Source: an optimization exercise on an open RTL-to-GDS flow (aim: small area, a short achievable clock period and few clock cycles). Production flows keep margins and buffers that such runs may drop. At most, simulation tests tie the RTL to the original design; equivalence was not proved. Power and IR drop assume default switching activity.

==> build 52 <==
Design div, start of the top module:
module	div(i_clk, i_rst, i_wr, i_signed, i_numerator, i_denominator,
		o_busy, o_valid, o_err, o_quotient, o_flags);
==> module div, before the edit <==
module	div(i_clk, i_rst, i_wr, i_signed, i_numerator, i_denominator,
		o_busy, o_valid, o_err, o_quotient, o_flags);
	parameter		BW=32, LGBW = 5;
	input	wire		i_clk, i_rst;
	input	wire		i_wr, i_signed;
	input	wire [(BW-1):0]	i_numerator, i_denominator;
	output	reg		o_busy, o_valid, o_err;
	output	reg [(BW-1):0]	o_quotient;
	output	wire	[3:0]	o_flags;
	reg			r_norm, r_iter, r_sign, r_dneg, r_c;
	reg	[(BW-1):0]	r_dividend, r_divisor;
	reg	[(LGBW-1):0]	r_cnt;
	wire			n_neg, d_neg;
	wire	[(BW-1):0]	n_ones, d_ones;
	assign	n_neg = (i_signed)&&(i_numerator[BW-1]);
	assign	d_neg = (i_signed)&&(i_denominator[BW-1]);
	assign	n_ones = i_numerator ^ {(BW){n_neg}};
	assign	d_ones = i_denominator ^ {(BW){d_neg}};
	wire	[BW:0]	diff;
	assign	diff = { 1'b0, r_dividend } + { 1'b0, ~r_divisor }
				+ { {(BW){1'b0}}, !r_dneg };
	wire	ge;
	assign	ge = diff[BW];
	wire	zero_divisor, early, last;
	assign	zero_divisor = (r_divisor == 0)&&(!r_dneg);
	assign	early = (!ge)||(zero_divisor);
	assign	last  = (r_cnt == 0);
	function [LGBW-1:0] clz;
		input	[BW-1:0]	v;
		integer			i;
		begin
			clz = BW-1;
			for(i=1; i<BW; i=i+1)
				if (v[i])
					clz = BW-1-i;
		end
	endfunction
	wire	[LGBW:0]	shift;
	wire			n_small;
	assign	shift = { 1'b0, clz(d_ones) } - { 1'b0, clz(n_ones) }
				+ { {(LGBW){1'b0}}, n_neg };
	assign	n_small = shift[LGBW];
	wire	[(2*BW-1):0]	shifted;
	assign	shifted = { r_divisor, {(BW){r_dneg}} } << r_cnt;
	always @(posedge i_clk)
	if (i_rst)
	begin
		r_norm  <= 1'b0;
		r_iter  <= 1'b0;
		o_valid <= 1'b0;
		o_busy  <= 1'b0;
	end else begin
		r_norm  <= i_wr;
		r_iter  <= ((r_norm)&&(!early))||((r_iter)&&(!last));
		o_valid <= ((r_norm)&&(early))||((r_iter)&&(last));
		if (i_wr)
			o_busy <= !n_small;
		else
			o_busy <= ((r_norm)&&(!early)&&(!last))
				||((r_iter)&&(r_cnt[(LGBW-1):1] != 0));
	end
	always @(posedge i_clk)
		o_err <= (r_norm)&&(zero_divisor);
	always @(posedge i_clk)
	if (i_wr)
	begin
		r_sign <= (n_neg)^(d_neg);
		r_dneg <= d_neg;
	end
	always @(posedge i_clk)
	if (i_wr)
		r_dividend <= n_ones + { {(BW-1){1'b0}}, n_neg };
	else if ((ge)&&((r_iter)||((r_norm)&&(r_sign))))
		r_dividend <= diff[(BW-1):0];
	always @(posedge i_clk)
	if (i_wr)
		r_divisor <= d_ones;
	else if (r_norm)
		r_divisor <= shifted[(2*BW-1):BW];
	else
		r_divisor <= r_divisor >> 1;
	always @(posedge i_clk)
	if (i_wr)
		r_cnt <= shift[(LGBW-1):0];
	else if (!r_norm)
		r_cnt <= r_cnt - 1'b1;
	always @(posedge i_clk)
	if (r_norm)
		o_quotient <= {(BW){(r_sign)&&(!early)}};
	else
		o_quotient <= { o_quotient[(BW-2):0], (ge ^ r_sign) };
	always @(posedge i_clk)
		r_c <= (!r_sign)&&((r_dividend == 0)||(diff[(BW-1):0] == 0));
	assign o_flags = { 1'b0, o_quotient[BW-1], r_c, (o_quotient == 0) };
endmodule
Settings: LEC_CHECK=0, CAP_MARGIN=20, CORE_MARGIN=2, CORE_UTILIZATION=40, SETUP_SLACK_MARGIN=1.0, SLEW_MARGIN=20; clock period 5.0 ns.
run.sh (not shown) runs the stock make flow with config.mk's settings and CLKGATE_MAP_FILE= SYNTH_SCRIPT=/design/flow/synth_recipe.tcl, a recipe that flattens the netlist after the stock synthesis.
==> build 2 (differences from build 52) <==
==> flow/design.v (replaced) <==
`default_nettype	none
module	div(i_clk, i_rst, i_wr, i_signed, i_numerator, i_denominator,
		o_busy, o_valid, o_err, o_quotient, o_flags);
	parameter		BW=32, LGBW = 5;
	input	wire		i_clk, i_rst;
	input	wire		i_wr, i_signed;
	input	wire [(BW-1):0]	i_numerator, i_denominator;
	output	wire		o_busy;
	output	reg		o_valid, o_err;
	output	wire [(BW-1):0]	o_quotient;
	output	wire	[3:0]	o_flags;
	reg			r_norm, r_iter, r_sign, r_nneg, r_dneg, r_c, r_zero;
	reg	[(BW-1):0]	r_dividend, r_divisor, r_quotient;
	reg	[(LGBW-1):0]	r_cnt, r_nlz;
	function [LGBW-1:0] clz;
		input	[BW-1:0]	v;
		integer			i;
		begin
			clz = BW-1;
			for(i=1; i<BW; i=i+1)
				if (v[i])
					clz = BW-1-i;
		end
	endfunction
	wire			n_neg, d_neg;
	wire	[(BW-1):0]	n_ones, d_ones;
	assign	n_neg = (i_signed)&&(i_numerator[BW-1]);
	assign	d_neg = (i_signed)&&(i_denominator[BW-1]);
	assign	n_ones = i_numerator ^ {(BW){n_neg}};
	assign	d_ones = i_denominator ^ {(BW){d_neg}};
	wire	[LGBW:0]	shift;
	wire			n_small;
	assign	shift = { 1'b0, r_cnt } - { 1'b0, r_nlz }
				+ { {(LGBW){1'b0}}, r_nneg };
	assign	n_small = shift[LGBW];
	wire	[(BW+1):0]	sum;
	wire	[(BW-1):0]	diff;
	wire			ge;
	assign	sum = { 1'b0, r_dividend, 1'b1 } + { 1'b0, ~r_divisor, !r_dneg };
	assign	diff = sum[BW:1];
	assign	ge = sum[BW+1];
	wire	zero_divisor, quick, early, last;
	assign	zero_divisor = (r_divisor == 0)&&(!r_dneg);
	assign	quick = (n_small)||(zero_divisor);
	assign	early = (quick)||(!ge);
	assign	last  = (r_cnt == 0);
	assign	o_busy = ((r_norm)&&(!quick))||((r_iter)&&(!last));
	wire	[(2*BW-1):0]	shifted;
	assign	shifted = { r_divisor, {(BW){r_dneg}} } << shift[(LGBW-1):0];
	always @(posedge i_clk)
	if (i_rst)
	begin
		r_norm  <= 1'b0;
		r_iter  <= 1'b0;
		o_valid <= 1'b0;
	end else begin
		r_norm  <= i_wr;
		r_iter  <= ((r_norm)&&(!early))||((r_iter)&&(!last));
		o_valid <= ((r_norm)&&(early))||((r_iter)&&(last));
	end
	always @(posedge i_clk)
		o_err <= (r_norm)&&(zero_divisor);
	always @(posedge i_clk)
	if (i_wr)
	begin
		r_sign <= (n_neg)^(d_neg);
		r_nneg <= n_neg;
		r_dneg <= d_neg;
		r_nlz  <= clz(n_ones);
	end
	always @(posedge i_clk)
	if (i_wr)
		r_dividend <= n_ones + { {(BW-1){1'b0}}, n_neg };
	else if ((ge)&&((r_iter)||((r_norm)&&(r_sign))))
		r_dividend <= diff;
	always @(posedge i_clk)
	if (i_wr)
		r_divisor <= d_ones;
	else if (r_norm)
		r_divisor <= shifted[(2*BW-1):BW];
	else
		r_divisor <= r_divisor >> 1;
	always @(posedge i_clk)
	if (i_wr)
		r_cnt <= clz(d_ones);
	else if (r_norm)
		r_cnt <= shift[(LGBW-1):0];
	else
		r_cnt <= r_cnt - 1'b1;
	always @(posedge i_clk)
	if (r_norm)
		r_zero <= early;
	always @(posedge i_clk)
	if (r_norm)
		r_quotient <= {(BW){r_sign}};
	else
		r_quotient <= { r_quotient[(BW-2):0], (ge ^ r_sign) };
	assign	o_quotient = r_quotient & {(BW){!r_zero}};
	always @(posedge i_clk)
		r_c <= (!r_sign)&&((r_dividend == 0)||(diff == 0));
	assign o_flags = { 1'b0, o_quotient[BW-1], r_c, (o_quotient == 0) };
endmodule
==> summary.txt <==
- Status: complete, no violations
- Syn_area_per_cell: between 7 and 8 sq um
- Reg-to-reg startpoint: r_divisor[12]$_DFF_P_
- Via count: 11300
- Sw frac: 0.502
- Post-DP HPWL: approximately 27 mm
- Fraction of area in multi-input gates: 0.583
- Worst Hold End: r_quotient[3]$_DFF_P_
- Num Clock Sinks: 115
- Fmax achieved: ~260 MHz
- Synth Area in Compound Gates: 0.253
Source of the figures above: build 2

==> summary.txt <==
- Fraction of area in multi-input gates: 0.595
- Worst Hold End: o_quotient[28]$_DFF_P_
- Via count: about 11000
- Reg-to-reg startpoint: r_dneg$_DFFE_PP_
- I/O pin cnt: between 100 and 150
- Num Clock Sinks: between 100 and 150
- Total chip power: 6260 uW
- Synthesized area: 0.0111 sq mm
- Sw frac: 0.479
- Leakage power: slightly above 0.005 uW
- Status: complete, no violations
- Fmax achieved: ~240 MHz
- Syn_area_per_cell: roughly 7.4 sq um
Source of the figures above: build 52

No run of this note included a check of the RTL's function; only the layout flow was run.

---

==> inputs of job 4730 <==
Another version of the RTL of div (not shown whole).
==> module div, before the edit <==
module	div(i_clk, i_rst, i_wr, i_signed, i_numerator, i_denominator,
		o_busy, o_valid, o_err, o_quotient, o_flags);
	parameter		BW=32, LGBW = 5;
	input	wire		i_clk, i_rst;
	input	wire		i_wr, i_signed;
	input	wire [(BW-1):0]	i_numerator, i_denominator;
	output	wire		o_busy;
	output	reg		o_valid, o_err;
	output	wire [(BW-1):0]	o_quotient;
	output	wire	[3:0]	o_flags;
	reg			r_norm, r_iter, r_sign, r_nneg, r_dneg, r_c, r_zero;
	reg	[(BW-1):0]	r_dividend, r_divisor, r_quotient;
	reg	[(LGBW-1):0]	r_cnt, r_nlz;
	function [LGBW-1:0] clz;
		input	[BW-1:0]	v;
		integer			i;
		begin
			clz = BW-1;
			for(i=1; i<BW; i=i+1)
				if (v[i])
					clz = BW-1-i;
		end
	endfunction
	wire			n_neg, d_neg;
	wire	[(BW-1):0]	n_ones, d_ones;
	assign	n_neg = (i_signed)&&(i_numerator[BW-1]);
	assign	d_neg = (i_signed)&&(i_denominator[BW-1]);
	assign	n_ones = i_numerator ^ {(BW){n_neg}};
	assign	d_ones = i_denominator ^ {(BW){d_neg}};
	wire	[(BW-1):0]	n_lead;
	assign	n_lead = (n_neg) ? { n_ones[(BW-2):0], 1'b1 } : i_numerator;
	wire	[(LGBW-1):0]	shift;
	wire			n_small;
	assign	shift = r_cnt - r_nlz;
	assign	n_small = (r_nlz > r_cnt);
	wire	[(BW+1):0]	sum;
	wire	[(BW-1):0]	diff;
	wire			ge;
	assign	sum = { 1'b0, r_dividend, 1'b1 } + { 1'b0, ~r_divisor, !r_dneg };
	assign	diff = sum[BW:1];
	assign	ge = sum[BW+1];
	wire	zero_divisor, quick, early, last;
	assign	zero_divisor = (r_cnt == {(LGBW){1'b1}})&&(!r_divisor[0])
				&&(!r_dneg);
	assign	quick = (n_small)||(zero_divisor);
	assign	early = (quick)||(!ge);
	assign	last  = (r_cnt == 0);
	assign	o_busy = ((r_norm)&&(!quick))||((r_iter)&&(!last));
	wire	[(BW-1):0]	sh0, sh1, sh2, sh3, shifted;
	assign	sh0 = (shift[0]) ? { r_divisor[(BW-2):0], r_dneg } : r_divisor;
	assign	sh1 = (shift[1]) ? { sh0[(BW-3):0], {( 2){r_dneg}} } : sh0;
	assign	sh2 = (shift[2]) ? { sh1[(BW-5):0], {( 4){r_dneg}} } : sh1;
	assign	sh3 = (shift[3]) ? { sh2[(BW-9):0], {( 8){r_dneg}} } : sh2;
	assign	shifted = (shift[4]) ? { sh3[(BW-17):0], {(16){r_dneg}} } : sh3;
	always @(posedge i_clk)
	if (i_rst)
	begin
		r_norm  <= 1'b0;
		r_iter  <= 1'b0;
		o_valid <= 1'b0;
	end else begin
		r_norm  <= i_wr;
		r_iter  <= ((r_norm)&&(!early))||((r_iter)&&(!last));
		o_valid <= ((r_norm)&&(early))||((r_iter)&&(last));
	end
	always @(posedge i_clk)
		o_err <= (r_norm)&&(zero_divisor);
	always @(posedge i_clk)
	if (i_wr)
	begin
		r_sign <= (n_neg)^(d_neg);
		r_nneg <= n_neg;
		r_dneg <= d_neg;
		r_nlz  <= clz(n_lead);
	end
	always @(posedge i_clk)
	if (i_wr)
		r_dividend <= (n_neg) ? -i_numerator : i_numerator;
	else if ((ge)&&((r_iter)||((r_norm)&&(r_sign))))
		r_dividend <= diff;
	always @(posedge i_clk)
	if (i_wr)
		r_divisor <= d_ones;
	else if (r_norm)
		r_divisor <= shifted;
	else
		r_divisor <= r_divisor >> 1;
	always @(posedge i_clk)
	if (i_wr)
		r_cnt <= clz(d_ones);
	else if (r_norm)
		r_cnt <= shift[(LGBW-1):0];
	else
		r_cnt <= r_cnt - 1'b1;
	always @(posedge i_clk)
	if (r_norm)
		r_zero <= early;
	always @(posedge i_clk)
	if (r_norm)
		r_quotient <= {(BW){(r_sign)&&(!early)}};
	else
		r_quotient <= { r_quotient[(BW-2):0], (ge ^ r_sign) };
	assign	o_quotient = r_quotient;
	always @(posedge i_clk)
	if (r_norm)
		r_c <= (!r_sign)&&(r_nlz == {(LGBW){1'b1}})
				&&(!r_dividend[0])&&(!r_nneg);
	else if (r_iter)
		r_c <= (r_c)||((!r_sign)&&(diff == 0));
	assign o_flags = { 1'b0, o_quotient[BW-1], r_c, r_zero };
endmodule
clock: 5.0 ns
lec_check: 0
cap_margin: 20
core_margin: 2
core_utilization: 40
setup_slack_margin: 2.0
slew_margin: 20
standard.sh (not shown) runs the stock make flow with config.mk's settings and CLKGATE_MAP_FILE= SYNTH_SCRIPT=/design/flow/synth_recipe.tcl, a recipe that flattens the netlist after the stock synthesis.
==> flow/flow/run.sh <==
#!/bin/bash
# Standard layout, with the smallest buffer on every input and output port.
set -euo pipefail
export BUFFER_PORTS_ARGS="-buffer_cell sky130_fd_sc_hd__buf_1"
bash standard.sh > standard.log 2>&1
==> job 6289 (differences from job 4730) <==
--- a/flow/design.v
+++ b/flow/design.v
@@ -11,3 +11,3 @@
 	output	wire	[3:0]	o_flags;
-	reg			r_norm, r_iter, r_sign, r_nneg, r_dneg, r_c, r_zero;
+	reg			r_norm, r_iter, r_sign, r_dneg, r_c, r_zero;
 	reg	[(BW-1):0]	r_dividend, r_divisor, r_quotient;
@@ -48,3 +48,3 @@
 	assign	last  = (r_cnt == 0);
-	assign	o_busy = ((r_norm)&&(!quick))||((r_iter)&&(!last));
+	assign	o_busy = ((r_norm)&&(!n_small))||((r_iter)&&(!last));
 	wire	[(BW-1):0]	sh0, sh1, sh2, sh3, shifted;
@@ -72,3 +72,2 @@
 		r_sign <= (n_neg)^(d_neg);
-		r_nneg <= n_neg;
 		r_dneg <= d_neg;
@@ -107,3 +106,3 @@
 		r_c <= (!r_sign)&&(r_nlz == {(LGBW){1'b1}})
-				&&(!r_dividend[0])&&(!r_nneg);
+				&&(!r_dividend[0]);
 	else if (r_iter)
- ABC_AREA: unset -> 1
- SETUP_SLACK_MARGIN: 2.0 -> 1.5
==> job 6012 (differences from job 4730) <==
==> flow/design.v (replaced) <==
`default_nettype	none
module	div(i_clk, i_rst, i_wr, i_signed, i_numerator, i_denominator,
		o_busy, o_valid, o_err, o_quotient, o_flags);
	parameter		BW=32, LGBW = 5;
	input	wire		i_clk, i_rst;
	input	wire		i_wr, i_signed;
	input	wire [(BW-1):0]	i_numerator, i_denominator;
	output	wire		o_busy;
	output	reg		o_valid, o_err;
	output	reg [(BW-1):0]	o_quotient;
	output	wire	[3:0]	o_flags;
	reg			r_norm, r_iter, r_sign, r_c;
	reg	[(BW-1):0]	r_dividend, r_divisor;
	reg	[(LGBW-1):0]	r_cnt;
	wire		n_neg, d_neg;
	assign	n_neg = (i_signed)&&(i_numerator[BW-1]);
	assign	d_neg = (i_signed)&&(i_denominator[BW-1]);
	wire	[BW:0]	diff;
	assign	diff = { 1'b0, r_dividend } - { 1'b0, r_divisor };
	wire	ge;
	assign	ge = !diff[BW];
	wire	zero_divisor, early, last;
	assign	zero_divisor = (r_divisor == 0);
	assign	early = (!ge)||(zero_divisor);
	assign	last  = (r_cnt == 0);
	function [LGBW-1:0] clz;
		input	[BW-1:0]	v;
		integer			i;
		begin
			clz = 0;
			for(i=0; i<BW; i=i+1)
				if (v[i])
					clz = BW-1-i;
		end
	endfunction
	wire	[(LGBW-1):0]	shift, rot;
	assign	shift = clz(r_divisor) - clz(r_dividend);
	assign	rot = (r_norm) ? shift : {(LGBW){1'b1}};
	assign	o_busy = ((r_norm)&&(!early))||((r_iter)&&(!last));
	always @(posedge i_clk)
	if (i_rst)
	begin
		r_norm  <= 1'b0;
		r_iter  <= 1'b0;
		o_valid <= 1'b0;
	end else begin
		r_norm  <= i_wr;
		r_iter  <= ((r_norm)&&(!early))||((r_iter)&&(!last));
		o_valid <= ((r_norm)&&(early))||((r_iter)&&(last));
	end
	always @(posedge i_clk)
		o_err <= (r_norm)&&(zero_divisor);
	always @(posedge i_clk)
	if (i_wr)
		r_sign <= (n_neg)^(d_neg);
	always @(posedge i_clk)
	if (i_wr)
		r_dividend <= (n_neg) ? -i_numerator : i_numerator;
	else if ((ge)&&((r_iter)||((r_norm)&&(r_sign))))
		r_dividend <= diff[(BW-1):0];
	wire	[(2*BW-1):0]	rotated;
	assign	rotated = { r_divisor, r_divisor } << rot;
	always @(posedge i_clk)
	if (i_wr)
		r_divisor <= (d_neg) ? -i_denominator : i_denominator;
	else
		r_divisor <= rotated[(2*BW-1):BW];
	always @(posedge i_clk)
	if (r_norm)
		r_cnt <= shift;
	else
		r_cnt <= r_cnt - 1'b1;
	always @(posedge i_clk)
	if (r_norm)
		o_quotient <= {(BW){(r_sign)&&(!early)}};
	else
		o_quotient <= { o_quotient[(BW-2):0], (ge ^ r_sign) };
	always @(posedge i_clk)
		r_c <= (!r_sign)&&((r_dividend == 0)||(diff[(BW-1):0] == 0));
	assign o_flags = { 1'b0, o_quotient[BW-1], r_c, (o_quotient == 0) };
endmodule
==> flow/run.sh (new file) <==
#!/bin/bash
# synth_recipe.tcl (not shown) runs the flow's synth.tcl, then flattens the netlist and writes it again
# the make line also repeats each setting of config.mk as NAME=value (left out here)
make -C /OpenROAD-flow-scripts/flow DESIGN_CONFIG=/design/flow/config.mk WORK_HOME=/design/flow/orfs CLKGATE_MAP_FILE= SYNTH_SCRIPT=/design/flow/synth_recipe.tcl finish
- SETUP_SLACK_MARGIN: 2.0 -> unset
removed: flow/flow/run.sh
removed: flow/standard.sh
==> flow_summary.json <==
{
  "run_status": "timing/DRC/antenna clean",
  "ys_top_cells_by_area": "nand2_1 (16%), dfxtp_1 (15%), edfxtp_1 (13%)",
  "critical_path_class": "reg2out",
  "synth-compound-area-share_pct": 19.5,
  "synth_cell_types": 60,
  "die_width_um": 160,
  "critPathLaunch": "r_nlz[2]$_SDFFCE_PP0P_",
  "timing.slew.headroom_pct": 47.7,
  "cts_sinks": 114,
  "drt-total-wl_um": 31600,
  "grtUsageMet3_pct": 4.08,
  "num_vias": 9953
}
[end of results for job 6289]
==> flow_summary.json <==
{
  "timing.slew.headroom_pct": 49.4,
  "grtUsageMet3_pct": 4.95,
  "cts_sinks": 115,
  "crit_top_cell": "nand4b_1",
  "num_vias": 10500,
  "critical_path_class": "reg2reg",
  "run_status": "timing/DRC/antenna clean",
  "die_width_um": 163,
  "synth_cell_types": 81,
  "critPathLaunch": "r_dneg$_DFFE_PP_"
}
[end of results for job 4730]
==> flow_summary.json <==
{
  "synth_cell_types": 73,
  "critical_path_class": "reg2out",
  "run_status": "timing/DRC/antenna clean",
  "timing.slew.headroom_pct": 42.5,
  "grtUsageMet3_pct": 3.53,
  "critPathLaunch": "r_divisor[11]$_DFF_P_",
  "num_vias": 8936
}
[end of results for job 6012]
Testbench counts of job 4730, summed over its fixed seeds: cycles 22,269.
Testbench counts of job 6012, summed over its fixed seeds: cycles 21,943.
No functional check of the RTL was part of job 6289.

## separate check: timing with driven ports
How much do the figures lean on ideal ports? The routed layouts below were timed once more, with nothing changed but the port constraints. Step 1 (the two cells are an assumption about what drives the block):
set clk [get_ports {i_clk}]
set_driving_cell -lib_cell sky130_fd_sc_hd__clkbuf_16 $clk
set_driving_cell -lib_cell sky130_fd_sc_hd__buf_2 [delete_from_list [all_inputs] $clk]
Step 2 also shifts input and output timing later by t, the mid clock arrival at the registers, as if the neighbouring blocks saw the same clock. a / b / c = ideal / step 1 / step 2; a / b = the first two.
run	t (ns)	slack for setup (ns)	worst setup path at the end	slew at the worst register clock pin (ns)	worst slew at a driven data input, ns
build 52	0.407	0.829 / 0.834 / 0.427	input to register	0.08 / 0.08	0.05
build 2	0.483	1.150 / 1.100 / 0.830	input to register	0.07 / 0.07	0.06
job 4730	0.477	1.599 / 1.599 / 1.482	input to register	0.07 / 0.07	0.04
job 6289	0.468	1.616 / 1.569 / 1.171	input to register	0.06 / 0.06	0.07
job 6012	0.410	0.255 / 0.208 / 0.273	register to register	0.08 / 0.08	0.04
After both steps setup and hold are still met in every run listed. The setup slack of job 6289, which loses most, moves by -0.047 ns with the drivers and by -0.445 ns with both steps.
